This design comes from an exercise in tuning for small area, a short achievable clock period and few clock cycles per item on the open sky130 flow, not from production work.
Where RTL was checked, it was by simulation tests only, not by an equivalence proof against the original.
Only the layout flow was run in run 1; the RTL was not checked for function there.
No activity file was given, so power comes from the tool's default toggle rates.

## flow/design.v (module list and top-level ports; edited modules follow where they fit)
// module cnm_top: 1690 lines
// module cnm_fa: 4 lines
// module cnm_ha: 4 lines
// module cnm_hn: 4 lines
// module cnm_ao: 3 lines
// module cnm_an: 3 lines
// module cnm_x2: 3 lines
// module cnm_xn: 3 lines
// module cnm_or: 3 lines
module cnm_top (
    input  logic               clk,
    input  logic               rst,
    input  logic               in_valid,
    input  logic signed [7:0]  rea,
    input  logic signed [7:0]  ima,
    input  logic signed [7:0]  req,
    input  logic signed [7:0]  imq,
    output logic               out_valid,
    output logic signed [15:0] rep,
    output logic signed [15:0] imp
);
  // ...
==> flow/flow/run.sh <==
#!/bin/bash
# Own layout flow: the standard flow (standard synthesis, same steps and
# settings), except that the port buffers are the small sky130 buf_1 cell
# instead of the delay cell buffer_ports picks by default. Every input and
# output port still gets its own buffer; repair may resize them.
set -euo pipefail
export BUFFER_PORTS_ARGS="-buffer_cell sky130_fd_sc_hd__buf_1"
bash standard.sh > flow_make.log 2>&1
==> flow/standard.sh <==
#!/bin/bash
# synth_recipe.tcl (not shown) runs the flow's synth.tcl, then flattens the netlist and writes it again
# the make line also repeats each setting of config.mk as NAME=value (left out here)
make -C /OpenROAD-flow-scripts/flow DESIGN_CONFIG=/design/flow/config.mk WORK_HOME=/design/flow/orfs CLKGATE_MAP_FILE= SYNTH_SCRIPT=/design/flow/synth_recipe.tcl "${@:-finish}"
==> flow/config.mk <==
export PLATFORM = sky130hd
export DESIGN_NAME = cnm_top
export DESIGN_NICKNAME = cnm_top
export VERILOG_FILES = /design/flow/design.v
export SDC_FILE = /design/flow/constraint.sdc
export NUM_CORES = 4
export LEC_CHECK = 0
export CAP_MARGIN = 20
export CORE_MARGIN = 2
export CORE_UTILIZATION = 40
export CTS_BUF_LIST = sky130_fd_sc_hd__clkbuf_4 sky130_fd_sc_hd__clkbuf_8
export SETUP_SLACK_MARGIN = 4.3
export SLEW_MARGIN = 20
export SYNTH_HIERARCHICAL = 1
==> flow/constraint.sdc <==
create_clock -name core_clock -period 7.0 [get_ports {clk}]
set_input_delay 1.4000 -clock core_clock [delete_from_list [all_inputs] [get_ports {clk}]]
set_output_delay 1.4000 -clock core_clock [all_outputs]
set_load 0.01 [all_outputs]
==> notes.md, run 1 <==
Initial Util=40.8%; largest net degree at the start of global routing=18; top cell category=multi-input gates; Non-clk invs=10; GP Congestion=0.809; non-clock buffer count=67; CP Depth=5; Largest regs=imp (16), rep (16); GRT met1 Usage=20.4%; Final ANT Viol Nets=0; Worst Skew=0.0134 ns; fraction of area in multi-input gates=60.8%; delay-heaviest family, CP=adder cells; DRT met1 WL=8.09 mm; delay of the slowest critical-path stage=0.54 ns; Ant. Diodes=0; Pre-antenna DRT Iters=5; H-tree levels=4; status=no timing/DRC/antenna violations; HPWL Detailed=13.4 mm; Die W=162 um; Worst R2R End=imp_s695_q1_919; # nets final=1125; Seq/total area=29.4%; most common cell in the synthesized netlist=fa_1; Async SR Flop Fraction=0%; met3 global-route usage=4.06%; final worst slack=4.38 ns; Synth area leader=fa_1
==> run 2: changes to the inputs <==
--- a/flow/design.v
+++ b/flow/design.v
@@ -873,91 +873,84 @@
     logic rep_s278_q1_860;
     logic rep_c277_q1_861;
     logic rep_c279_q1_862;
     logic rep_s282_q1_863;
     logic rep_c281_q1_864;
     logic rep_c283_q1_865;
     logic rep_s286_q1_866;
     logic rep_s288_q1_867;
-    logic rep_c306_q1_868;
-    logic rep_s307_q1_869;
-    logic rep_s264_q1_870;
-    logic rep_c308_q1_871;
-    logic rep_s268_q1_872;
-    logic rep_s309_q1_873;
-    logic rep_s272_q1_874;
-    logic rep_c310_q1_875;
-    logic rep_s311_q1_876;
-    logic rep_c312_q1_877;
-    logic rep_s276_q1_878;
-    logic rep_s280_q1_879;
-    logic rep_s284_q1_880;
-    logic rep_c285_q1_881;
-    logic rep_c289_q1_882;
-    logic rep_s321_q1_883;
-    logic rep_c293_q1_884;
-    logic rep_s323_q1_885;
-    logic rep_c322_q1_886;
-    logic rep_c332_q1_887;
-    logic rep_s333_q1_888;
-    logic repl_c364_q1_889;
-    logic rep_s335_q1_890;
-    logic rep_c334_q1_891;
-    logic rep_c336_q1_892;
-    logic rep_s355_q1_893;
-    logic rep_c326_q1_894;
-    logic rep_c356_q1_895;
-    logic imp_c686_q1_896;
-    logic imp_s689_q1_897;
-    logic imp_c688_q1_898;
-    logic imp_c690_q1_899;
-    logic imp_s693_q1_900;
-    logic imp_c692_q1_901;
-    logic imp_c694_q1_902;
-    logic imp_s697_q1_903;
-    logic imp_c696_q1_904;
-    logic imp_c698_q1_905;
-    logic imp_s701_q1_906;
-    logic imp_s703_q1_907;
-    logic imp_c702_q1_908;
-    logic imp_s705_q1_909;
-    logic imp_s707_q1_910;
-    logic imp_c724_q1_911;
-    logic imp_s683_q1_912;
-    logic imp_s725_q1_913;
-    logic imp_c726_q1_914;
-    logic imp_s687_q1_915;
-    logic imp_s727_q1_916;
-    logic imp_c728_q1_917;
-    logic imp_s691_q1_918;
-    logic imp_s695_q1_919;
-    logic imp_s699_q1_920;
-    logic imp_c700_q1_921;
-    logic imp_c704_q1_922;
-    logic imp_c708_q1_923;
-    logic imp_s739_q1_924;
-    logic imp_c712_q1_925;
-    logic imp_s741_q1_926;
-    logic imp_c740_q1_927;
-    logic imp_c748_q1_928;
-    logic impl_c778_q1_929;
-    logic imp_s749_q1_930;
-    logic imp_s751_q1_931;
-    logic imp_c750_q1_932;
-    logic imp_c752_q1_933;
-    logic imp_s771_q1_934;
-    logic imp_c744_q1_935;
-    logic imp_c772_q1_936;
-    logic repl_s358_q1_937;
-    logic n849_q1_938;
-    logic n850_q1_939;
-    logic n852_q1_940;
-    logic n853_q1_941;
-    logic n854_q1_942;
+    logic rep_c308_q1_868;
+    logic rep_s268_q1_869;
+    logic rep_s309_q1_870;
+    logic rep_s272_q1_871;
+    logic rep_c310_q1_872;
+    logic rep_s311_q1_873;
+    logic rep_c312_q1_874;
+    logic rep_s276_q1_875;
+    logic rep_s280_q1_876;
+    logic rep_s284_q1_877;
+    logic rep_c285_q1_878;
+    logic rep_c289_q1_879;
+    logic rep_s321_q1_880;
+    logic rep_c293_q1_881;
+    logic rep_s323_q1_882;
+    logic rep_c322_q1_883;
+    logic rep_c332_q1_884;
+    logic rep_s333_q1_885;
+    logic repl_c364_q1_886;
+    logic rep_s335_q1_887;
+    logic rep_c334_q1_888;
+    logic rep_s337_q1_889;
+    logic rep_c336_q1_890;
+    logic rep_c338_q1_891;
+    logic rep_s355_q1_892;
+    logic rep_g390_q1_893;
+    logic rep_t389_q1_894;
+    logic imp_c694_q1_895;
+    logic imp_s697_q1_896;
+    logic imp_c696_q1_897;
+    logic imp_c698_q1_898;
+    logic imp_s701_q1_899;
+    logic imp_s703_q1_900;
+    logic imp_c728_q1_901;
+    logic imp_s691_q1_902;
+    logic imp_s729_q1_903;
+    logic imp_c730_q1_904;
+    logic imp_s695_q1_905;
+    logic imp_s731_q1_906;
+    logic imp_s699_q1_907;
+    logic imp_c732_q1_908;
+    logic imp_c700_q1_909;
+    logic imp_c704_q1_910;
+    logic imp_s737_q1_911;
+    logic imp_c708_q1_912;
+    logic imp_s739_q1_913;
+    logic imp_c738_q1_914;
+    logic imp_c712_q1_915;
+    logic imp_s741_q1_916;
+    logic imp_c740_q1_917;
+    logic imp_s753_q1_918;
+    logic imp_c752_q1_919;
+    logic imp_s755_q1_920;
+    logic imp_c754_q1_921;
+    logic imp_c756_q1_922;
+    logic imp_s771_q1_923;
+    logic imp_g782_q1_924;
+    logic imp_t781_q1_925;
+    logic impl_c780_q1_926;
+    logic imp_g804_q1_927;
+    logic imp_t803_q1_928;
+    logic repl_s358_q1_929;
+    logic n849_q1_930;
+    logic n850_q1_931;
+    logic n852_q1_932;
+    logic n853_q1_933;
+    logic n854_q1_934;
+    logic n855_q1_935;
     logic [2:0] vld;
     logic [15:0] rep_sum, imp_sum;
     assign rep_p1 = ~(rea_r[0] & req_r[0]);
     assign rep_p2 = ~(rea_r[0] & req_r[1]);
     assign rep_p3 = ~(rea_r[0] & req_r[2]);
     assign rep_p4 = ~(rea_r[0] & req_r[3]);
     assign rep_p5 = ~(rea_r[0] & req_r[4]);
     assign rep_p6 = ~(rea_r[0] & req_r[5]);
@@ -1184,44 +1177,44 @@
     cnm_fa u_rep_s323 (.a(rep_s294), .b(rep_c291), .c(rep_s296), .s(rep_s323), .co(rep_c324));
     cnm_fa u_rep_s325 (.a(rep_p64), .b(rep_p128), .c(rep_c295), .s(rep_s325), .co(rep_c326));
     assign n327 = ~rep_s299;
     cnm_fa u_rep_s328 (.a(rep_p66), .b(rep_p73), .c(n327), .s(rep_s328), .co(rep_c329));
     assign n330 = ~rep_c300;
     cnm_fa u_rep_s331 (.a(n330), .b(rep_s250), .c(rep_s301), .s(rep_s331), .co(rep_c332));
     cnm_fa u_rep_s333 (.a(rep_c302), .b(rep_s256), .c(rep_s303), .s(rep_s333), .co(rep_c334));
     cnm_fa u_rep_s335 (.a(rep_c304), .b(rep_s260), .c(rep_s305), .s(rep_s335), .co(rep_c336));
-    cnm_fa u_rep_s337 (.a(rep_c306_q1_868), .b(rep_s307_q1_869), .c(rep_s264_q1_870), .s(rep_s337), .co(rep_c338));
-    cnm_fa u_rep_s339 (.a(rep_c308_q1_871), .b(rep_s268_q1_872), .c(rep_s309_q1_873), .s(rep_s339), .co(rep_c340));
-    cnm_fa u_rep_s341 (.a(rep_s272_q1_874), .b(rep_c310_q1_875), .c(rep_s311_q1_876), .s(rep_s341), .co(rep_c342));
-    cnm_fa u_rep_s343 (.a(rep_c312_q1_877), .b(rep_s276_q1_878), .c(rep_s313), .s(rep_s343), .co(rep_c344));
-    cnm_fa u_rep_s345 (.a(rep_s280_q1_879), .b(rep_c314), .c(rep_s315), .s(rep_s345), .co(rep_c346));
-    cnm_fa u_rep_s347 (.a(rep_s284_q1_880), .b(rep_c316), .c(rep_s317), .s(rep_s347), .co(rep_c348));
-    cnm_fa u_rep_s349 (.a(rep_c285_q1_881), .b(rep_s319), .c(rep_c318), .s(rep_s349), .co(rep_c350));
-    cnm_fa u_rep_s351 (.a(rep_c289_q1_882), .b(rep_s321_q1_883), .c(rep_c320), .s(rep_s351), .co(rep_c352));
-    cnm_fa u_rep_s353 (.a(rep_c293_q1_884), .b(rep_s323_q1_885), .c(rep_c322_q1_886), .s(rep_s353), .co(rep_c354));
+    cnm_fa u_rep_s337 (.a(rep_c306), .b(rep_s307), .c(rep_s264), .s(rep_s337), .co(rep_c338));
+    cnm_fa u_rep_s339 (.a(rep_c308_q1_868), .b(rep_s268_q1_869), .c(rep_s309_q1_870), .s(rep_s339), .co(rep_c340));
+    cnm_fa u_rep_s341 (.a(rep_s272_q1_871), .b(rep_c310_q1_872), .c(rep_s311_q1_873), .s(rep_s341), .co(rep_c342));
+    cnm_fa u_rep_s343 (.a(rep_c312_q1_874), .b(rep_s276_q1_875), .c(rep_s313), .s(rep_s343), .co(rep_c344));
+    cnm_fa u_rep_s345 (.a(rep_s280_q1_876), .b(rep_c314), .c(rep_s315), .s(rep_s345), .co(rep_c346));
+    cnm_fa u_rep_s347 (.a(rep_s284_q1_877), .b(rep_c316), .c(rep_s317), .s(rep_s347), .co(rep_c348));
+    cnm_fa u_rep_s349 (.a(rep_c285_q1_878), .b(rep_s319), .c(rep_c318), .s(rep_s349), .co(rep_c350));
+    cnm_fa u_rep_s351 (.a(rep_c289_q1_879), .b(rep_s321_q1_880), .c(rep_c320), .s(rep_s351), .co(rep_c352));
+    cnm_fa u_rep_s353 (.a(rep_c293_q1_881), .b(rep_s323_q1_882), .c(rep_c322_q1_883), .s(rep_s353), .co(rep_c354));
     cnm_fa u_rep_s355 (.a(rep_c297), .b(rep_s325), .c(rep_c324), .s(rep_s355), .co(rep_c356));
     assign n357 = ~rep_p65;
     cnm_ha u_repl_s358 (.a(rep_p1), .b(n357), .s(repl_s358), .co(repl_c359));
     assign n360 = ~repl_c359;
     cnm_fa u_repl_s361 (.a(rep_p1), .b(n360), .c(rep_s328), .s(repl_s361), .co(repl_c362));
     cnm_fa u_repl_s363 (.a(rep_c329), .b(rep_s331), .c(repl_c362), .s(repl_s363), .co(repl_c364));
-    cnm_fa u_repl_s365 (.a(rep_c332_q1_887), .b(rep_s333_q1_888), .c(repl_c364_q1_889), .s(repl_s365), .co(repl_c366));
-    cnm_ha u_rep_t367 (.a(rep_s335_q1_890), .b(rep_c334_q1_891), .s(rep_t367), .co(rep_g368));
-    cnm_ha u_rep_t369 (.a(rep_s337), .b(rep_c336_q1_892), .s(rep_t369), .co(rep_g370));
-    cnm_ha u_rep_t371 (.a(rep_s339), .b(rep_c338), .s(rep_t371), .co(rep_g372));
+    cnm_fa u_repl_s365 (.a(rep_c332_q1_884), .b(rep_s333_q1_885), .c(repl_c364_q1_886), .s(repl_s365), .co(repl_c366));
+    cnm_ha u_rep_t367 (.a(rep_s335_q1_887), .b(rep_c334_q1_888), .s(rep_t367), .co(rep_g368));
+    cnm_ha u_rep_t369 (.a(rep_s337_q1_889), .b(rep_c336_q1_890), .s(rep_t369), .co(rep_g370));
+    cnm_ha u_rep_t371 (.a(rep_s339), .b(rep_c338_q1_891), .s(rep_t371), .co(rep_g372));
     cnm_ha u_rep_t373 (.a(rep_s341), .b(rep_c340), .s(rep_t373), .co(rep_g374));
     cnm_ha u_rep_t375 (.a(rep_s343), .b(rep_c342), .s(rep_t375), .co(rep_g376));
     cnm_ha u_rep_t377 (.a(rep_s345), .b(rep_c344), .s(rep_t377), .co(rep_g378));
     cnm_ha u_rep_t379 (.a(rep_s347), .b(rep_c346), .s(rep_t379), .co(rep_g380));
     cnm_ha u_rep_t381 (.a(rep_s349), .b(rep_c348), .s(rep_t381), .co(rep_g382));
     cnm_ha u_rep_t383 (.a(rep_s351), .b(rep_c350), .s(rep_t383), .co(rep_g384));
     cnm_ha u_rep_t385 (.a(rep_s353), .b(rep_c352), .s(rep_t385), .co(rep_g386));
-    cnm_ha u_rep_t387 (.a(rep_s355_q1_893), .b(rep_c354), .s(rep_t387), .co(rep_g388));
-    cnm_ha u_rep_t389 (.a(rep_c326_q1_894), .b(rep_c356_q1_895), .s(rep_t389), .co(rep_g390));
+    cnm_ha u_rep_t387 (.a(rep_s355_q1_892), .b(rep_c354), .s(rep_t387), .co(rep_g388));
+    cnm_ha u_rep_t389 (.a(rep_c326), .b(rep_c356), .s(rep_t389), .co(rep_g390));
     cnm_ao u_rep_G391 (.g1(rep_g368), .p1(rep_t367), .g0(repl_c366), .y(rep_G391));
     cnm_ao u_rep_G392 (.g1(rep_g372), .p1(rep_t371), .g0(rep_g370), .y(rep_G392));
     cnm_an u_rep_P393 (.a(rep_t371), .b(rep_t369), .y(rep_P393));
     cnm_ao u_rep_G394 (.g1(rep_g376), .p1(rep_t375), .g0(rep_g374), .y(rep_G394));
     cnm_an u_rep_P395 (.a(rep_t375), .b(rep_t373), .y(rep_P395));
     cnm_ao u_rep_G396 (.g1(rep_g380), .p1(rep_t379), .g0(rep_g378), .y(rep_G396));
     cnm_an u_rep_P397 (.a(rep_t379), .b(rep_t377), .y(rep_P397));
     cnm_ao u_rep_G398 (.g1(rep_g384), .p1(rep_t383), .g0(rep_g382), .y(rep_G398));
@@ -1237,35 +1230,35 @@
     cnm_ao u_rep_G408 (.g1(rep_g386), .p1(rep_t385), .g0(rep_G398), .y(rep_G408));
     cnm_an u_rep_P409 (.a(rep_t385), .b(rep_P399), .y(rep_P409));
     cnm_ao u_rep_G410 (.g1(rep_G400), .p1(rep_P401), .g0(rep_G398), .y(rep_G410));
     cnm_an u_rep_P411 (.a(rep_P401), .b(rep_P399), .y(rep_P411));
     cnm_ao u_rep_G412 (.g1(rep_g374), .p1(rep_t373), .g0(rep_G403), .y(rep_G412));
     cnm_ao u_rep_G413 (.g1(rep_G394), .p1(rep_P395), .g0(rep_G403), .y(rep_G413));
     cnm_ao u_rep_G414 (.g1(rep_G404), .p1(rep_P405), .g0(rep_G403), .y(rep_G414));
     cnm_ao u_rep_G415 (.g1(rep_G406), .p1(rep_P407), .g0(rep_G403), .y(rep_G415));
-    cnm_ao u_rep_G416 (.g1(rep_g390), .p1(rep_t389), .g0(rep_G410), .y(rep_G416));
-    cnm_an u_rep_P417 (.a(rep_t389), .b(rep_P411), .y(rep_P417));
+    cnm_ao u_rep_G416 (.g1(rep_g390_q1_893), .p1(rep_t389_q1_894), .g0(rep_G410), .y(rep_G416));
+    cnm_an u_rep_P417 (.a(rep_t389_q1_894), .b(rep_P411), .y(rep_P417));
     cnm_ao u_rep_G418 (.g1(rep_g382), .p1(rep_t381), .g0(rep_G415), .y(rep_G418));
     cnm_ao u_rep_G419 (.g1(rep_G398), .p1(rep_P399), .g0(rep_G415), .y(rep_G419));
     cnm_ao u_rep_G420 (.g1(rep_G408), .p1(rep_P409), .g0(rep_G415), .y(rep_G420));
     cnm_ao u_rep_G421 (.g1(rep_G410), .p1(rep_P411), .g0(rep_G415), .y(rep_G421));
     cnm_ao u_rep_G422 (.g1(rep_G416), .p1(rep_P417), .g0(rep_G415), .y(rep_G422));
     cnm_xn u_rep_o423 (.a(rep_t367), .b(repl_c366), .y(rep_o423));
     cnm_xn u_rep_o424 (.a(rep_t369), .b(rep_G391), .y(rep_o424));
     cnm_xn u_rep_o425 (.a(rep_t371), .b(rep_G402), .y(rep_o425));
     cnm_xn u_rep_o426 (.a(rep_t373), .b(rep_G403), .y(rep_o426));
     cnm_xn u_rep_o427 (.a(rep_t375), .b(rep_G412), .y(rep_o427));
     cnm_xn u_rep_o428 (.a(rep_t377), .b(rep_G413), .y(rep_o428));
     cnm_xn u_rep_o429 (.a(rep_t379), .b(rep_G414), .y(rep_o429));
     cnm_xn u_rep_o430 (.a(rep_t381), .b(rep_G415), .y(rep_o430));
     cnm_xn u_rep_o431 (.a(rep_t383), .b(rep_G418), .y(rep_o431));
     cnm_xn u_rep_o432 (.a(rep_t385), .b(rep_G419), .y(rep_o432));
     cnm_xn u_rep_o433 (.a(rep_t387), .b(rep_G420), .y(rep_o433));
-    cnm_xn u_rep_o434 (.a(rep_t389), .b(rep_G421), .y(rep_o434));
+    cnm_xn u_rep_o434 (.a(rep_t389_q1_894), .b(rep_G421), .y(rep_o434));
     assign imp_p435 = ~(rea_r[0] & imq_r[0]);
     assign imp_p436 = ~(rea_r[0] & imq_r[1]);
     assign imp_p437 = ~(rea_r[0] & imq_r[2]);
     assign imp_p438 = ~(rea_r[0] & imq_r[3]);
     assign imp_p439 = ~(rea_r[0] & imq_r[4]);
     assign imp_p440 = ~(rea_r[0] & imq_r[5]);
     assign imp_p441 = ~(rea_r[0] & imq_r[6]);
     assign imp_p442 = rea_r[0] & imq_r[7];
@@ -1467,55 +1460,55 @@
     cnm_fa u_imp_s713 (.a(imp_p490), .b(imp_p497), .c(imp_p554), .s(imp_s713), .co(imp_c714));
     cnm_fa u_imp_s715 (.a(imp_p561), .b(imp_c668), .c(imp_c670), .s(imp_s715), .co(imp_c716));
     cnm_hn u_imp_s717 (.a(imp_p436), .b(imp_p443), .s(imp_s717), .co(imp_c718));
     cnm_fa u_imp_s719 (.a(imp_p501), .b(imp_p508), .c(imp_p515), .s(imp_s719), .co(imp_c720));
     cnm_fa u_imp_s721 (.a(imp_s675), .b(imp_c672), .c(imp_s673), .s(imp_s721), .co(imp_c722));
     cnm_fa u_imp_s723 (.a(imp_c676), .b(imp_c674), .c(imp_s677), .s(imp_s723), .co(imp_c724));
     cnm_fa u_imp_s725 (.a(imp_c678), .b(imp_c680), .c(imp_s681), .s(imp_s725), .co(imp_c726));
     cnm_fa u_imp_s727 (.a(imp_c682), .b(imp_s685), .c(imp_c684), .s(imp_s727), .co(imp_c728));
-    cnm_fa u_imp_s729 (.a(imp_c686_q1_896), .b(imp_s689_q1_897), .c(imp_c688_q1_898), .s(imp_s729), .co(imp_c730));
-    cnm_fa u_imp_s731 (.a(imp_c690_q1_899), .b(imp_s693_q1_900), .c(imp_c692_q1_901), .s(imp_s731), .co(imp_c732));
-    cnm_fa u_imp_s733 (.a(imp_c694_q1_902), .b(imp_s697_q1_903), .c(imp_c696_q1_904), .s(imp_s733), .co(imp_c734));
-    cnm_fa u_imp_s735 (.a(imp_c698_q1_905), .b(imp_s701_q1_906), .c(imp_s703_q1_907), .s(imp_s735), .co(imp_c736));
-    cnm_fa u_imp_s737 (.a(imp_c702_q1_908), .b(imp_s705_q1_909), .c(imp_s707_q1_910), .s(imp_s737), .co(imp_c738));
+    cnm_fa u_imp_s729 (.a(imp_c686), .b(imp_s689), .c(imp_c688), .s(imp_s729), .co(imp_c730));
+    cnm_fa u_imp_s731 (.a(imp_c690), .b(imp_s693), .c(imp_c692), .s(imp_s731), .co(imp_c732));
+    cnm_fa u_imp_s733 (.a(imp_c694_q1_895), .b(imp_s697_q1_896), .c(imp_c696_q1_897), .s(imp_s733), .co(imp_c734));
+    cnm_fa u_imp_s735 (.a(imp_c698_q1_898), .b(imp_s701_q1_899), .c(imp_s703_q1_900), .s(imp_s735), .co(imp_c736));
+    cnm_fa u_imp_s737 (.a(imp_c702), .b(imp_s705), .c(imp_s707), .s(imp_s737), .co(imp_c738));
     cnm_fa u_imp_s739 (.a(imp_s709), .b(imp_c706), .c(imp_s711), .s(imp_s739), .co(imp_c740));
     cnm_fa u_imp_s741 (.a(imp_s713), .b(imp_c710), .c(imp_s715), .s(imp_s741), .co(imp_c742));
     cnm_fa u_imp_s743 (.a(imp_p498), .b(imp_p562), .c(imp_c714), .s(imp_s743), .co(imp_c744));
     cnm_hn u_imp_s745 (.a(imp_p500), .b(imp_p507), .s(imp_s745), .co(imp_c746));
     cnm_fa u_imp_s747 (.a(imp_c718), .b(imp_s719), .c(imp_s671), .s(imp_s747), .co(imp_c748));
     cnm_fa u_imp_s749 (.a(imp_c720), .b(imp_s619), .c(imp_s721), .s(imp_s749), .co(imp_c750));
     cnm_fa u_imp_s751 (.a(imp_c722), .b(imp_s679), .c(imp_s723), .s(imp_s751), .co(imp_c752));
-    cnm_fa u_imp_s753 (.a(imp_c724_q1_911), .b(imp_s683_q1_912), .c(imp_s725_q1_913), .s(imp_s753), .co(imp_c754));
-    cnm_fa u_imp_s755 (.a(imp_c726_q1_914), .b(imp_s687_q1_915), .c(imp_s727_q1_916), .s(imp_s755), .co(imp_c756));
-    cnm_fa u_imp_s757 (.a(imp_c728_q1_917), .b(imp_s691_q1_918), .c(imp_s729), .s(imp_s757), .co(imp_c758));
-    cnm_fa u_imp_s759 (.a(imp_c730), .b(imp_s695_q1_919), .c(imp_s731), .s(imp_s759), .co(imp_c760));
-    cnm_fa u_imp_s761 (.a(imp_s699_q1_920), .b(imp_c732), .c(imp_s733), .s(imp_s761), .co(imp_c762));
-    cnm_fa u_imp_s763 (.a(imp_c700_q1_921), .b(imp_s735), .c(imp_c734), .s(imp_s763), .co(imp_c764));
-    cnm_fa u_imp_s765 (.a(imp_c704_q1_922), .b(imp_s737), .c(imp_c736), .s(imp_s765), .co(imp_c766));
-    cnm_fa u_imp_s767 (.a(imp_c708_q1_923), .b(imp_s739_q1_924), .c(imp_c738), .s(imp_s767), .co(imp_c768));
-    cnm_fa u_imp_s769 (.a(imp_c712_q1_925), .b(imp_s741_q1_926), .c(imp_c740_q1_927), .s(imp_s769), .co(imp_c770));
+    cnm_fa u_imp_s753 (.a(imp_c724), .b(imp_s683), .c(imp_s725), .s(imp_s753), .co(imp_c754));
+    cnm_fa u_imp_s755 (.a(imp_c726), .b(imp_s687), .c(imp_s727), .s(imp_s755), .co(imp_c756));
+    cnm_fa u_imp_s757 (.a(imp_c728_q1_901), .b(imp_s691_q1_902), .c(imp_s729_q1_903), .s(imp_s757), .co(imp_c758));
+    cnm_fa u_imp_s759 (.a(imp_c730_q1_904), .b(imp_s695_q1_905), .c(imp_s731_q1_906), .s(imp_s759), .co(imp_c760));
+    cnm_fa u_imp_s761 (.a(imp_s699_q1_907), .b(imp_c732_q1_908), .c(imp_s733), .s(imp_s761), .co(imp_c762));
+    cnm_fa u_imp_s763 (.a(imp_c700_q1_909), .b(imp_s735), .c(imp_c734), .s(imp_s763), .co(imp_c764));
+    cnm_fa u_imp_s765 (.a(imp_c704_q1_910), .b(imp_s737_q1_911), .c(imp_c736), .s(imp_s765), .co(imp_c766));
+    cnm_fa u_imp_s767 (.a(imp_c708_q1_912), .b(imp_s739_q1_913), .c(imp_c738_q1_914), .s(imp_s767), .co(imp_c768));
+    cnm_fa u_imp_s769 (.a(imp_c712_q1_915), .b(imp_s741_q1_916), .c(imp_c740_q1_917), .s(imp_s769), .co(imp_c770));
     cnm_fa u_imp_s771 (.a(imp_c716), .b(imp_s743), .c(imp_c742), .s(imp_s771), .co(imp_c772));
     cnm_hn u_impl_s773 (.a(imp_p435), .b(imp_p499), .s(impl_s773), .co(impl_c774));
     cnm_fa u_impl_s775 (.a(imp_s745), .b(imp_s717), .c(impl_c774), .s(impl_s775), .co(impl_c776));
     cnm_fa u_impl_s777 (.a(imp_c746), .b(impl_c776), .c(imp_s747), .s(impl_s777), .co(impl_c778));
-    cnm_fa u_impl_s779 (.a(imp_c748_q1_928), .b(impl_c778_q1_929), .c(imp_s749_q1_930), .s(impl_s779), .co(impl_c780));
-    cnm_ha u_imp_t781 (.a(imp_s751_q1_931), .b(imp_c750_q1_932), .s(imp_t781), .co(imp_g782));
-    cnm_ha u_imp_t783 (.a(imp_s753), .b(imp_c752_q1_933), .s(imp_t783), .co(imp_g784));
-    cnm_ha u_imp_t785 (.a(imp_s755), .b(imp_c754), .s(imp_t785), .co(imp_g786));
-    cnm_ha u_imp_t787 (.a(imp_s757), .b(imp_c756), .s(imp_t787), .co(imp_g788));
+    cnm_fa u_impl_s779 (.a(imp_c748), .b(impl_c778), .c(imp_s749), .s(impl_s779), .co(impl_c780));
+    cnm_ha u_imp_t781 (.a(imp_s751), .b(imp_c750), .s(imp_t781), .co(imp_g782));
+    cnm_ha u_imp_t783 (.a(imp_s753_q1_918), .b(imp_c752_q1_919), .s(imp_t783), .co(imp_g784));
+    cnm_ha u_imp_t785 (.a(imp_s755_q1_920), .b(imp_c754_q1_921), .s(imp_t785), .co(imp_g786));
+    cnm_ha u_imp_t787 (.a(imp_s757), .b(imp_c756_q1_922), .s(imp_t787), .co(imp_g788));
     cnm_ha u_imp_t789 (.a(imp_s759), .b(imp_c758), .s(imp_t789), .co(imp_g790));
     cnm_ha u_imp_t791 (.a(imp_s761), .b(imp_c760), .s(imp_t791), .co(imp_g792));
     cnm_ha u_imp_t793 (.a(imp_s763), .b(imp_c762), .s(imp_t793), .co(imp_g794));
     cnm_ha u_imp_t795 (.a(imp_s765), .b(imp_c764), .s(imp_t795), .co(imp_g796));
     cnm_ha u_imp_t797 (.a(imp_s767), .b(imp_c766), .s(imp_t797), .co(imp_g798));
     cnm_ha u_imp_t799 (.a(imp_s769), .b(imp_c768), .s(imp_t799), .co(imp_g800));
-    cnm_ha u_imp_t801 (.a(imp_s771_q1_934), .b(imp_c770), .s(imp_t801), .co(imp_g802));
-    cnm_ha u_imp_t803 (.a(imp_c744_q1_935), .b(imp_c772_q1_936), .s(imp_t803), .co(imp_g804));
-    cnm_ao u_imp_G805 (.g1(imp_g782), .p1(imp_t781), .g0(impl_c780), .y(imp_G805));
+    cnm_ha u_imp_t801 (.a(imp_s771_q1_923), .b(imp_c770), .s(imp_t801), .co(imp_g802));
+    cnm_ha u_imp_t803 (.a(imp_c744), .b(imp_c772), .s(imp_t803), .co(imp_g804));
+    cnm_ao u_imp_G805 (.g1(imp_g782_q1_924), .p1(imp_t781_q1_925), .g0(impl_c780_q1_926), .y(imp_G805));
     cnm_ao u_imp_G806 (.g1(imp_g786), .p1(imp_t785), .g0(imp_g784), .y(imp_G806));
     cnm_an u_imp_P807 (.a(imp_t785), .b(imp_t783), .y(imp_P807));
     cnm_ao u_imp_G808 (.g1(imp_g790), .p1(imp_t789), .g0(imp_g788), .y(imp_G808));
     cnm_an u_imp_P809 (.a(imp_t789), .b(imp_t787), .y(imp_P809));
     cnm_ao u_imp_G810 (.g1(imp_g794), .p1(imp_t793), .g0(imp_g792), .y(imp_G810));
     cnm_an u_imp_P811 (.a(imp_t793), .b(imp_t791), .y(imp_P811));
     cnm_ao u_imp_G812 (.g1(imp_g798), .p1(imp_t797), .g0(imp_g796), .y(imp_G812));
     cnm_an u_imp_P813 (.a(imp_t797), .b(imp_t795), .y(imp_P813));
@@ -1530,62 +1523,62 @@
     cnm_ao u_imp_G822 (.g1(imp_g800), .p1(imp_t799), .g0(imp_G812), .y(imp_G822));
     cnm_an u_imp_P823 (.a(imp_t799), .b(imp_P813), .y(imp_P823));
     cnm_ao u_imp_G824 (.g1(imp_G814), .p1(imp_P815), .g0(imp_G812), .y(imp_G824));
     cnm_an u_imp_P825 (.a(imp_P815), .b(imp_P813), .y(imp_P825));
     cnm_ao u_imp_G826 (.g1(imp_g788), .p1(imp_t787), .g0(imp_G817), .y(imp_G826));
     cnm_ao u_imp_G827 (.g1(imp_G808), .p1(imp_P809), .g0(imp_G817), .y(imp_G827));
     cnm_ao u_imp_G828 (.g1(imp_G818), .p1(imp_P819), .g0(imp_G817), .y(imp_G828));
     cnm_ao u_imp_G829 (.g1(imp_G820), .p1(imp_P821), .g0(imp_G817), .y(imp_G829));
-    cnm_ao u_imp_G830 (.g1(imp_g804), .p1(imp_t803), .g0(imp_G824), .y(imp_G830));
-    cnm_an u_imp_P831 (.a(imp_t803), .b(imp_P825), .y(imp_P831));
+    cnm_ao u_imp_G830 (.g1(imp_g804_q1_927), .p1(imp_t803_q1_928), .g0(imp_G824), .y(imp_G830));
+    cnm_an u_imp_P831 (.a(imp_t803_q1_928), .b(imp_P825), .y(imp_P831));
     cnm_ao u_imp_G832 (.g1(imp_g796), .p1(imp_t795), .g0(imp_G829), .y(imp_G832));
     cnm_ao u_imp_G833 (.g1(imp_G812), .p1(imp_P813), .g0(imp_G829), .y(imp_G833));
     cnm_ao u_imp_G834 (.g1(imp_G822), .p1(imp_P823), .g0(imp_G829), .y(imp_G834));
     cnm_ao u_imp_G835 (.g1(imp_G824), .p1(imp_P825), .g0(imp_G829), .y(imp_G835));
     cnm_ao u_imp_G836 (.g1(imp_G830), .p1(imp_P831), .g0(imp_G829), .y(imp_G836));
-    cnm_xn u_imp_o837 (.a(imp_t781), .b(impl_c780), .y(imp_o837));
+    cnm_xn u_imp_o837 (.a(imp_t781_q1_925), .b(impl_c780_q1_926), .y(imp_o837));
     cnm_xn u_imp_o838 (.a(imp_t783), .b(imp_G805), .y(imp_o838));
     cnm_xn u_imp_o839 (.a(imp_t785), .b(imp_G816), .y(imp_o839));
     cnm_xn u_imp_o840 (.a(imp_t787), .b(imp_G817), .y(imp_o840));
     cnm_xn u_imp_o841 (.a(imp_t789), .b(imp_G826), .y(imp_o841));
     cnm_xn u_imp_o842 (.a(imp_t791), .b(imp_G827), .y(imp_o842));
     cnm_xn u_imp_o843 (.a(imp_t793), .b(imp_G828), .y(imp_o843));
     cnm_xn u_imp_o844 (.a(imp_t795), .b(imp_G829), .y(imp_o844));
     cnm_xn u_imp_o845 (.a(imp_t797), .b(imp_G832), .y(imp_o845));
     cnm_xn u_imp_o846 (.a(imp_t799), .b(imp_G833), .y(imp_o846));
     cnm_xn u_imp_o847 (.a(imp_t801), .b(imp_G834), .y(imp_o847));
-    cnm_xn u_imp_o848 (.a(imp_t803), .b(imp_G835), .y(imp_o848));
+    cnm_xn u_imp_o848 (.a(imp_t803_q1_928), .b(imp_G835), .y(imp_o848));
     assign n849 = ~repl_s361;
     assign n850 = ~repl_s363;
     assign n851 = ~repl_s365;
     assign n852 = ~impl_s773;
     assign n853 = ~impl_s775;
     assign n854 = ~impl_s777;
     assign n855 = ~impl_s779;
-    assign rep_sum[0] = repl_s358_q1_937;
-    assign rep_sum[1] = n849_q1_938;
-    assign rep_sum[2] = n850_q1_939;
+    assign rep_sum[0] = repl_s358_q1_929;
+    assign rep_sum[1] = n849_q1_930;
+    assign rep_sum[2] = n850_q1_931;
     assign rep_sum[3] = n851;
     assign rep_sum[4] = rep_o423;
     assign rep_sum[5] = rep_o424;
     assign rep_sum[6] = rep_o425;
     assign rep_sum[7] = rep_o426;
     assign rep_sum[8] = rep_o427;
     assign rep_sum[9] = rep_o428;
     assign rep_sum[10] = rep_o429;
     assign rep_sum[11] = rep_o430;
     assign rep_sum[12] = rep_o431;
     assign rep_sum[13] = rep_o432;
     assign rep_sum[14] = rep_o433;
     assign rep_sum[15] = rep_o434;
-    assign imp_sum[0] = n852_q1_940;
-    assign imp_sum[1] = n853_q1_941;
-    assign imp_sum[2] = n854_q1_942;
-    assign imp_sum[3] = n855;
+    assign imp_sum[0] = n852_q1_932;
+    assign imp_sum[1] = n853_q1_933;
+    assign imp_sum[2] = n854_q1_934;
+    assign imp_sum[3] = n855_q1_935;
     assign imp_sum[4] = imp_o837;
     assign imp_sum[5] = imp_o838;
     assign imp_sum[6] = imp_o839;
     assign imp_sum[7] = imp_o840;
     assign imp_sum[8] = imp_o841;
     assign imp_sum[9] = imp_o842;
     assign imp_sum[10] = imp_o843;
     assign imp_sum[11] = imp_o844;
@@ -1602,91 +1595,84 @@
         rep_s278_q1_860 <= rep_s278;
         rep_c277_q1_861 <= rep_c277;
         rep_c279_q1_862 <= rep_c279;
         rep_s282_q1_863 <= rep_s282;
         rep_c281_q1_864 <= rep_c281;
         rep_c283_q1_865 <= rep_c283;
         rep_s286_q1_866 <= rep_s286;
         rep_s288_q1_867 <= rep_s288;
-        rep_c306_q1_868 <= rep_c306;
-        rep_s307_q1_869 <= rep_s307;
-        rep_s264_q1_870 <= rep_s264;
-        rep_c308_q1_871 <= rep_c308;
-        rep_s268_q1_872 <= rep_s268;
-        rep_s309_q1_873 <= rep_s309;
-        rep_s272_q1_874 <= rep_s272;
-        rep_c310_q1_875 <= rep_c310;
-        rep_s311_q1_876 <= rep_s311;
-        rep_c312_q1_877 <= rep_c312;
-        rep_s276_q1_878 <= rep_s276;
-        rep_s280_q1_879 <= rep_s280;
-        rep_s284_q1_880 <= rep_s284;
-        rep_c285_q1_881 <= rep_c285;
-        rep_c289_q1_882 <= rep_c289;
-        rep_s321_q1_883 <= rep_s321;
-        rep_c293_q1_884 <= rep_c293;
-        rep_s323_q1_885 <= rep_s323;
-        rep_c322_q1_886 <= rep_c322;
-        rep_c332_q1_887 <= rep_c332;
-        rep_s333_q1_888 <= rep_s333;
-        repl_c364_q1_889 <= repl_c364;
-        rep_s335_q1_890 <= rep_s335;
-        rep_c334_q1_891 <= rep_c334;
-        rep_c336_q1_892 <= rep_c336;
-        rep_s355_q1_893 <= rep_s355;
-        rep_c326_q1_894 <= rep_c326;
-        rep_c356_q1_895 <= rep_c356;
-        imp_c686_q1_896 <= imp_c686;
-        imp_s689_q1_897 <= imp_s689;
-        imp_c688_q1_898 <= imp_c688;
-        imp_c690_q1_899 <= imp_c690;
-        imp_s693_q1_900 <= imp_s693;
-        imp_c692_q1_901 <= imp_c692;
-        imp_c694_q1_902 <= imp_c694;
-        imp_s697_q1_903 <= imp_s697;
-        imp_c696_q1_904 <= imp_c696;
-        imp_c698_q1_905 <= imp_c698;
-        imp_s701_q1_906 <= imp_s701;
-        imp_s703_q1_907 <= imp_s703;
-        imp_c702_q1_908 <= imp_c702;
-        imp_s705_q1_909 <= imp_s705;
-        imp_s707_q1_910 <= imp_s707;
-        imp_c724_q1_911 <= imp_c724;
-        imp_s683_q1_912 <= imp_s683;
-        imp_s725_q1_913 <= imp_s725;
-        imp_c726_q1_914 <= imp_c726;
-        imp_s687_q1_915 <= imp_s687;
-        imp_s727_q1_916 <= imp_s727;
-        imp_c728_q1_917 <= imp_c728;
-        imp_s691_q1_918 <= imp_s691;
-        imp_s695_q1_919 <= imp_s695;
-        imp_s699_q1_920 <= imp_s699;
-        imp_c700_q1_921 <= imp_c700;
-        imp_c704_q1_922 <= imp_c704;
-        imp_c708_q1_923 <= imp_c708;
-        imp_s739_q1_924 <= imp_s739;
-        imp_c712_q1_925 <= imp_c712;
-        imp_s741_q1_926 <= imp_s741;
-        imp_c740_q1_927 <= imp_c740;
-        imp_c748_q1_928 <= imp_c748;
-        impl_c778_q1_929 <= impl_c778;
-        imp_s749_q1_930 <= imp_s749;
-        imp_s751_q1_931 <= imp_s751;
-        imp_c750_q1_932 <= imp_c750;
-        imp_c752_q1_933 <= imp_c752;
-        imp_s771_q1_934 <= imp_s771;
-        imp_c744_q1_935 <= imp_c744;
-        imp_c772_q1_936 <= imp_c772;
-        repl_s358_q1_937 <= repl_s358;
-        n849_q1_938 <= n849;
-        n850_q1_939 <= n850;
-        n852_q1_940 <= n852;
-        n853_q1_941 <= n853;
-        n854_q1_942 <= n854;
+        rep_c308_q1_868 <= rep_c308;
+        rep_s268_q1_869 <= rep_s268;
+        rep_s309_q1_870 <= rep_s309;
+        rep_s272_q1_871 <= rep_s272;
+        rep_c310_q1_872 <= rep_c310;
+        rep_s311_q1_873 <= rep_s311;
+        rep_c312_q1_874 <= rep_c312;
+        rep_s276_q1_875 <= rep_s276;
+        rep_s280_q1_876 <= rep_s280;
+        rep_s284_q1_877 <= rep_s284;
+        rep_c285_q1_878 <= rep_c285;
+        rep_c289_q1_879 <= rep_c289;
+        rep_s321_q1_880 <= rep_s321;
+        rep_c293_q1_881 <= rep_c293;
+        rep_s323_q1_882 <= rep_s323;
+        rep_c322_q1_883 <= rep_c322;
+        rep_c332_q1_884 <= rep_c332;
+        rep_s333_q1_885 <= rep_s333;
+        repl_c364_q1_886 <= repl_c364;
+        rep_s335_q1_887 <= rep_s335;
+        rep_c334_q1_888 <= rep_c334;
+        rep_s337_q1_889 <= rep_s337;
+        rep_c336_q1_890 <= rep_c336;
+        rep_c338_q1_891 <= rep_c338;
+        rep_s355_q1_892 <= rep_s355;
+        rep_g390_q1_893 <= rep_g390;
+        rep_t389_q1_894 <= rep_t389;
+        imp_c694_q1_895 <= imp_c694;
+        imp_s697_q1_896 <= imp_s697;
+        imp_c696_q1_897 <= imp_c696;
+        imp_c698_q1_898 <= imp_c698;
+        imp_s701_q1_899 <= imp_s701;
+        imp_s703_q1_900 <= imp_s703;
+        imp_c728_q1_901 <= imp_c728;
+        imp_s691_q1_902 <= imp_s691;
+        imp_s729_q1_903 <= imp_s729;
+        imp_c730_q1_904 <= imp_c730;
+        imp_s695_q1_905 <= imp_s695;
+        imp_s731_q1_906 <= imp_s731;
+        imp_s699_q1_907 <= imp_s699;
+        imp_c732_q1_908 <= imp_c732;
+        imp_c700_q1_909 <= imp_c700;
+        imp_c704_q1_910 <= imp_c704;
+        imp_s737_q1_911 <= imp_s737;
+        imp_c708_q1_912 <= imp_c708;
+        imp_s739_q1_913 <= imp_s739;
+        imp_c738_q1_914 <= imp_c738;
+        imp_c712_q1_915 <= imp_c712;
+        imp_s741_q1_916 <= imp_s741;
+        imp_c740_q1_917 <= imp_c740;
+        imp_s753_q1_918 <= imp_s753;
+        imp_c752_q1_919 <= imp_c752;
+        imp_s755_q1_920 <= imp_s755;
+        imp_c754_q1_921 <= imp_c754;
+        imp_c756_q1_922 <= imp_c756;
+        imp_s771_q1_923 <= imp_s771;
+        imp_g782_q1_924 <= imp_g782;
+        imp_t781_q1_925 <= imp_t781;
+        impl_c780_q1_926 <= impl_c780;
+        imp_g804_q1_927 <= imp_g804;
+        imp_t803_q1_928 <= imp_t803;
+        repl_s358_q1_929 <= repl_s358;
+        n849_q1_930 <= n849;
+        n850_q1_931 <= n850;
+        n852_q1_932 <= n852;
+        n853_q1_933 <= n853;
+        n854_q1_934 <= n854;
+        n855_q1_935 <= n855;
         rep <= rep_sum; imp <= imp_sum;
         if (rst) vld <= '0;
         else vld <= {vld[1:0], in_valid};
     end
     assign out_valid = vld[2];
 endmodule
 module cnm_fa (input logic a, input logic b, input logic c, output logic s, output logic co);
     assign s  = a ^ b ^ c;
==> flow/config.mk (replaced) <==
export PLATFORM = sky130hd
export DESIGN_NAME = cnm_top
export DESIGN_NICKNAME = cnm_top
export VERILOG_FILES = /design/flow/design.v
export SDC_FILE = /design/flow/constraint.sdc
export NUM_CORES = 4
export LEC_CHECK = 0
export CAP_MARGIN = 20
export CORE_MARGIN = 2
export CORE_UTILIZATION = 40
export CTS_BUF_LIST = sky130_fd_sc_hd__clkbuf_4 sky130_fd_sc_hd__clkbuf_8
export SETUP_SLACK_MARGIN = 4.0
export SLEW_MARGIN = 20
export SYNTH_HIERARCHICAL = 1
==> run 2 against run 1 <==
  * Global-route usage rose by 0.17 points
  * Count of clock-buffer cells in the layout down 2
  * Via count down 3.0%
  * Total power shrank 7.1%
  * Final cell count down 0.75%
  * Non-clock buffer count unchanged
  * First-iteration DRC count grew 14%
  * Cell area decreased by 1.9%
  * Synthesized cell count is 1.1% lower
  * Area after synthesis down 1.4%
  * Sequential power decreased by 4%
  * Largest power group unchanged
==> notes.md, run 2 <==
initial antenna violation count=0 (unchanged); Area growth syn-to-layout=8.65% (was 9.25%); # placed instances=1152 (was 1161); syn nets=1062 (was 1071); Pre-antenna DRT Iters=4 (was 5); final worst slack=4.13 ns (was 4.38 ns); period utilization=41.1% (was 37.4%); Setup Viol. Count Final=0 (unchanged); number of flops mapped to enable cells by yosys=0 (unchanged); via count=5554 (was 5724); DRC=0 (unchanged); DR iter-0 viols=335 (was 294); ys flop type=dfxtp_1 (unchanged); CTS Buf Count=17 (unchanged); Final ANT Viol Nets=0 (unchanged); clock root cell=clkbuf_8 (unchanged); Synth Area per Inst=12.3 um2 (was 12.4 um2); total chip power=4.81 mW (was 5.18 mW); row count=57 (unchanged); FF+latch area=0.00294 mm2 (was 0.00319 mm2); postcts setup bufs=0 (unchanged); Synth area leader=fa_1 (unchanged); via/cell ratio=4.69 (was 4.80); non-filler cells in the finished layout=1184 (was 1193); first-pass GRT wire length=32.0 mm (was 32.1 mm); Async SR Flop Fraction=0% (unchanged); count of input and output buffers=67 (unchanged); Worst R2R End=imp_s755_q1_920 (was imp_s695_q1_919); Reg2Reg Setup Slack=4.13 ns (was 4.38 ns); Cell Area, Placed=0.0101 mm2 (was 0.0103 mm2); Clock Latency Late Sink=0.46 ns (about the same); Hold Path Depth=0 (unchanged); largest net degree at the start of global routing=18 (unchanged); HPWL Detailed=13.1 mm (was 13.4 mm); hold buffers post-CTS=0 (unchanged); DP Worst Slack=3.87 ns (was 4.01 ns); post-synthesis cell type count=13 (was 12); minimum hold slack=0.327 ns (was 0.330 ns); Ys Warns=7 (unchanged); CTS tree=built (unchanged); Max FO, Critical Path=17 (was 16); P_sw=1.77 mW (was 1.93 mW); Avg WL per Cell=15.7 um (was 16.0 um); maximum VDD drop=0.332 mV (was 0.304 mV); Initial Util=40.5% (was 40.8%); vias in the first global route=6335 (was 6337); Worst setup SP type=flop (unchanged); GP Congestion=0.843 (was 0.809); Internal Power=3.04 mW (was 3.25 mW); Syn Std Cell Area=0.00979 mm2 (was 0.00993 mm2); gr ovfl total=0 (unchanged); commonest cells after routing, fill and taps aside=fa_1, nand2_1, dfxtp_1 (unchanged); commonest non-fill, non-tap cell in the layout=fa_1 (unchanged); Core Util, Final=44.0% (was 44.6%); clock slew at reported path FFs=0.08 ns (about the same); clk buf depth=2 (unchanged); most common cell in the synthesized netlist=fa_1 (unchanged); top post-synthesis cells by area=fa_1, dfxtp_1, nand2_1, and2_1, ha_1 (was fa_1, dfxtp_1, and2_1, nand2_1, ha_1); Hold Crit Start=n852_q1_932 (was n854_q1_942); Largest regs=imp (16), rep (16) (unchanged); Die W=160 um (was 162 um); Slew Viols, Final=0 (unchanged); CP endpoint kind=flop (unchanged); Final min period=2.87 ns (was 2.62 ns); data arrival time of the worst path=3.21 ns (was 2.95 ns); Leak Pwr=4.30 nW (was 4.32 nW); TNS Setup=0 ns (unchanged); share of the synthesized area in the top cell type=41.1% (was 40.5%); PD cells=452 mW/mm2 (was 477 mW/mm2); final wirelength=18.6 mm (was 19.0 mm); sequential share of power=28.3% (was 27.4%); Slew @ Worst Pin=0.561 ns (was 0.400 ns); top post-synthesis cells by count=fa_1, nand2_1, dfxtp_1 (unchanged); Sink Count=145 (was 154); IO Count=68 (unchanged); switching portion of total power=36.8% (was 37.2%); cell count after synthesis=793 (was 802); # nets final=1116 (was 1125); Fin. Hold Viols=0 (unchanged); fillers=2285 (was 2298); Hold Path Class=flop to flop (unchanged); footprint of the multi-input gates=0.00654 mm2 (was 0.00659 mm2); Hold Path End=imp[0] (was imp[2]); Clk pwr share=16.0% (was 12.4%); unrepaired setup endpoints after global routing=false (unchanged); logic gate share of total power=55.7% (was 60.1%); die height=160 um (was 162 um); crit path kind=flop to flop (unchanged); total core area=0.0242 mm2 (was 0.0243 mm2); critical path required time=7.34 ns (was 7.33 ns); share of post-route cells with drive strength above 1=11.0% (was 8.40%); final instance area=0.0106 mm2 (was 0.0109 mm2); die area=0.0258 mm2 (was 0.0261 mm2); MaxCap Viol Count=0 (unchanged); flip-flop and latch count after synthesis=145 (was 154); H-tree levels=4 (unchanged); gr usage total=16.1% (was 15.9%); Seq/Total Area, Yosys=29.6% (was 31.0%); reg2reg start=req_r[2] (was imq_r[5]); Slew HR=62.5% (was 73.4%); Worst R2R Path Depth=5 (unchanged); Max Clock Freq=0.348 GHz (was 0.382 GHz); Ant. Diodes=0 (unchanged); Worst Skew=0.0132 ns (was 0.0134 ns); status=no timing/DRC/antenna violations (unchanged)
-- run 2: worst max path at each step --
stage | slack, ns | end | depth (start not counted) | start
after floorplan | 4.32 | imp_s755_q1_920 | 6 | rea_r[2]
after global placement | 3.91 | n855_q1_935 | 6 | req_r[2]
after detailed placement | 3.87 | imp_s755_q1_920 | 5 | req_r[2]
after CTS | 3.99 | imp_s755_q1_920 | 5 | ima_r[2]
after global routing | 4.03 | imp_s755_q1_920 | 5 | imq_r[1]
final | 4.13 | imp_s755_q1_920 | 5 | req_r[2]
-- run 2: cell families (layout without fill, tap and decap cells) --
family	after synthesis	in the layout	share of synthesized area (%)
xor+xnor	39	39	3.49
simple gates	293	293	14.9
flops	145	145	29.6
compound gates	40	40	3.07
fa+ha+maj	234	234	45.3
buf+inv	42	109	3.56
-- run 2: layout make-up --
| class | count | share of cell area, % |
|---|---|---|
| Multi-Input combinational cell | 606 | 61.5 |
| Sequential cell | 145 | 27.6 |
| Tap cell | 324 | 3.81 |
| Clock buffer | 19 | 2.40 |
| Timing Repair Buffer | 67 | 2.36 |
| Clock inverter | 13 | 1.95 |
| Inverter | 10 | 0.353 |
-- run 2: metal layers --
metal  GRT usage (%)  routed length (um)  up-vias
met3            3.41                1020        9
met2            26.7                9520      136
met1            21.5                7970     2876
met5               0                   0        -
met4            4.10                 140        0
li1                -                   -     2533
-- run 2: power groups by stage --
stage | clock [mW] | combinational (mW) | sequential, mW
after detailed placement | 0 | 2.74 | 1.38
final | 0.771 | 2.68 | 1.36
after global routing | 0.833 | 3.13 | 1.40
after global placement | 0 | 2.70 | 1.38
after CTS | 0.801 | 2.76 | 1.37
after floorplan | 0 | 2.18 | 1.37
-- run 2: repair_timing --
| item | in CTS | in global routing |
|---|---|---|
| endpoints found under the hold margin | 0 | 0 |
| gates resized for setup | 21 | 10 |
| gates cloned | 0 | 0 |
| setup endpoints to repair | 13 | 23 |
| pin swaps | 0 | 0 |
-- run 2: Yosys stat by module, one instance, submodules excluded, excerpt --
module	cell area, um2	copies in the design	cells inside
cnm_ao	7.51	40	1
cnm_an	6.26	18	1
cnm_top	4510	1	447
cnm_or	6.26	15	1
cnm_fa	20.0	201	1
cnm_xn	8.76	39	1
cnm_ha	12.5	33	1
-- run 2: worst max-delay path: stages, from the launching register on --
cell and delay [ns]:
dfxtp_2 0.62, nand2_1 0.15, fa_1 0.57, fa_1 0.44, fa_1 0.56, fa_1 0.42
Testbench counts of run 2, summed over its fixed seeds: cycles 16,024, items 16,000.

## static timing again, ports no longer ideal
The results above use ideal ports. As a check the final layouts listed here were re-extracted and re-timed, cells and wires unchanged.
Step 1: set_driving_cell puts a clkbuf_16 on clk and a buf_2 on each other input, an assumption about the parent block.
Step 2 also shifts input and output timing later by t, the mid clock arrival at the registers, as if the neighbouring blocks saw the same clock.
a / b / c = no drivers / after step 1 / after step 2; a / b = the first two.
run	t (ns)	setup WS [ns]	worst setup path after step 2	clock arrival spread, ns	pins driven straight from the clock port
run 1	0.488	4.380 / 4.380 / 4.380	register to register	0.013 / 0.013	1
run 2	0.489	4.126 / 4.126 / 4.126	register to register	0.014 / 0.013	1
After both steps setup and hold are still met in every run listed.
